From an optimization exercise on the open Yosys and OpenROAD flow, aimed at small area and a short achievable clock period; shortcuts taken in it are not production practice.
In this exercise RTL edits were held to simulation tests only and were not proved equivalent to the original.
Power figures rest on the tool's default switching activity, not on a simulated workload.

// ex_cluster
module ex_cluster(input         CLK,
                  input         reset,
                  input         ALUSrcD1,
                  input  [3:0]  ALUControlD1,
                  input         BranchD1,
                  input         BranchND1,
                  input  [31:0] RDD11,
                  input  [31:0] RDD21,
                  input  [31:0] ExtImmD1,
                  input  [31:0] PCPlus41,
                  input  [3:0]  TagD1,
                  input         PredD1,
                  input         ALUSrcD2,
                  input  [3:0]  ALUControlD2,
                  input         BranchD2,
                  input         BranchND2,
                  input  [31:0] RDD12,
                  input  [31:0] RDD22,
                  input  [31:0] ExtImmD2,
                  input  [31:0] PCPlus42,
                  input  [3:0]  TagD2,
                  input         PredD2,
                  input         ALUSrcD3,
                  input  [3:0]  ALUControlD3,
                  input  [31:0] RDD13,
                  input  [31:0] RDD23,
                  input  [31:0] ExtImmD3,
                  input  [3:0]  TagD3,
                  input         ALUSrcD4,
                  input  [3:0]  ALUControlD4,
                  input  [31:0] RDD14,
                  input  [31:0] RDD24,
                  input  [31:0] ExtImmD4,
                  input  [3:0]  TagD4,
                  output        PCSrc1,
                  output [31:0] ALUOutE1,
                  output [3:0]  TagoE1,
                  output [31:0] PCBranch1,
                  output [4:0]  BTAPTag1,
                  output [31:0] BTAPAddr1,
                  output        PCSrc2,
                  output [31:0] ALUOutE2,
                  output [3:0]  TagoE2,
                  output [31:0] PCBranch2,
                  output [4:0]  BTAPTag2,
                  output [31:0] BTAPAddr2,
                  output [31:0] ALUOutE3,
                  output [31:0] WriteDataE3,
                  output [3:0]  TagoE3,
                  output [31:0] ALUOutE4,
                  output [3:0]  TagoE4);
export LEC_CHECK = 0
export CAP_MARGIN = 20
export CORE_MARGIN = 2
export CORE_UTILIZATION = 40
export SLEW_MARGIN = 20
create_clock -name core_clock -period 10.0 [get_ports {CLK}]
standard.sh (not shown) runs the stock make flow with config.mk's settings and CLKGATE_MAP_FILE= SYNTH_SCRIPT=/design/flow/synth_recipe.tcl, a recipe that flattens the netlist after the stock synthesis.
==> flow/flow/run.sh <==
#!/bin/bash
# The standard layout (standard.sh) with these changes:
#  - synthesis maps the logic with a delay-driven ABC script (flow/synth.tcl,
#    flow/abc.script) and without Yosys's full-adder extraction;
#  - port buffers are sky130_fd_sc_hd__buf_1 cells;
#  - timing repair up to clock tree synthesis aims for 6 ns of setup slack,
#    and after global routing only for 4 ns.
# make's full output goes to make_cts.log and make_finish.log in the work folder.
set -euo pipefail
export OWN_WORK="$PWD"
export OWN_ABC_SCRIPT="$PWD/flow/abc.script"
common=("SYNTH_SCRIPT=$PWD/flow/synth.tcl" ADDER_MAP_FILE=
        "BUFFER_PORTS_ARGS=-buffer_cell sky130_fd_sc_hd__buf_1")
bash standard.sh "${common[@]}" SETUP_SLACK_MARGIN=6 cts > make_cts.log 2>&1
bash standard.sh "${common[@]}" SETUP_SLACK_MARGIN=4 finish > make_finish.log 2>&1
==> flow/flow/abc.script <==
strash
dch -f
map -D 1600
buffer -p
upsize -D 1600
dnsize -D 1600
stime -p
==> flow/flow/synth.tcl <==
# The standard synthesis (synth_recipe.tcl in the work folder), with one
# change: ABC maps the logic with a delay-driven script (abc.script beside
# this file) instead of ORFS's default script. Registers are mapped before
# ABC runs, exactly as in the standard synthesis.
proc abc {args} {
  set i [lsearch -exact $args -script]
  if {$i >= 0} {
    set args [lreplace $args $i [expr {$i + 1}] -script $::env(OWN_ABC_SCRIPT)]
  }
  set j [lsearch -exact $args -D]
  if {$j >= 0} { set args [lreplace $args $j [expr {$j + 1}]] }
  yosys abc {*}$args
}
source $::env(OWN_WORK)/synth_recipe.tcl
The first run completed with no timing, DRC or antenna violations.
==> next run, changes <==
==> flow/flow/run.sh (replaced) <==
#!/bin/bash
# The standard layout, with plain buf_1 cells as the port buffers and timing
# repair aiming for extra setup slack. make's output goes to make.log.
set -euo pipefail
bash standard.sh \
  "BUFFER_PORTS_ARGS=-buffer_cell sky130_fd_sc_hd__buf_1" \
  SETUP_SLACK_MARGIN=6.5 \
  finish > make.log 2>&1
removed: flow/flow/abc.script
removed: flow/flow/synth.tcl
=>
- non-clock buffer count rises by 240
- area after synthesis rose by 2.7%
- utilization is higher by 11 points
- worst setup slack got worse by 670 ps
- via count is lower by 8.8%
- total power climbs by 29%
- die area increases by 2.6%
- fmax is lower by 14%
- design area goes up by 27%
- global-route usage drops by 0.67 points
- clock-buffer cell count stays the same
==> next run, changes <==
==> flow/flow/run.sh (replaced) <==
#!/bin/bash
# The standard layout (standard.sh) with these changes:
#  - synthesis maps the logic with a delay-driven ABC script (flow/synth.tcl,
#    flow/abc.script) and without Yosys's full-adder extraction;
#  - port buffers are sky130_fd_sc_hd__buf_1 cells;
#  - timing repair aims for 6 ns of setup slack.
# make's full output goes to make.log in the work folder.
set -euo pipefail
export OWN_WORK="$PWD"
export OWN_ABC_SCRIPT="$PWD/flow/abc.script"
bash standard.sh \
  "SYNTH_SCRIPT=$PWD/flow/synth.tcl" \
  ADDER_MAP_FILE= \
  "BUFFER_PORTS_ARGS=-buffer_cell sky130_fd_sc_hd__buf_1" \
  SETUP_SLACK_MARGIN=6 \
  finish > make.log 2>&1
==> flow/flow/abc.script (new file) <==
strash
dch -f
map -D 1600
buffer -p
upsize -D 1600
dnsize -D 1600
stime -p
==> flow/flow/synth.tcl (new file) <==
# The standard synthesis (synth_recipe.tcl in the work folder), with one
# change: ABC maps the logic with a delay-driven script (abc.script beside
# this file) instead of ORFS's default script. Registers are mapped before
# ABC runs, exactly as in the standard synthesis.
proc abc {args} {
  set i [lsearch -exact $args -script]
  if {$i >= 0} {
    set args [lreplace $args $i [expr {$i + 1}] -script $::env(OWN_ABC_SCRIPT)]
  }
  set j [lsearch -exact $args -D]
  if {$j >= 0} { set args [lreplace $args $j [expr {$j + 1}]] }
  yosys abc {*}$args
}
source $::env(OWN_WORK)/synth_recipe.tcl
=>
- hold slack gains 3.5 ps
- count of clock-buffer cells in the layout stays the same
- critical path depth stays the same
- final cell count goes up by 20%
- first-iteration DRC count increases by 39%
- design area fell by 11%
- worst setup slack is better by 780 ps

afterwards: timing with drivers on the ports:
How much do the figures lean on ideal ports? The routed layouts below were timed once more, with nothing changed but the port constraints. Step 1 assumes that a clkbuf_16 drives the clock port and a buf_2 every other input. Step 2 times the ports against the registers' clock, not the clock port: input delays grow and output delays shrink by t, the midpoint of the rising clock arrivals with the driver on. a / b / c = ideal / step 1 / step 2; a / b = the first two.
run | t (ns) | setup WS [ns] | cell pins on the clock port's net
the first run | 0.659 | 5.823 / 5.823 / 5.164 | 1
the second run | 0.659 | 5.157 / 5.126 / 4.467 | 1
the third run | 0.659 | 5.938 / 5.888 / 5.228 | 1
After both steps every run listed still meets setup and hold. The setup slack of the third run, which loses most, moves by -0.050 ns with the drivers and by -0.710 ns with both steps.
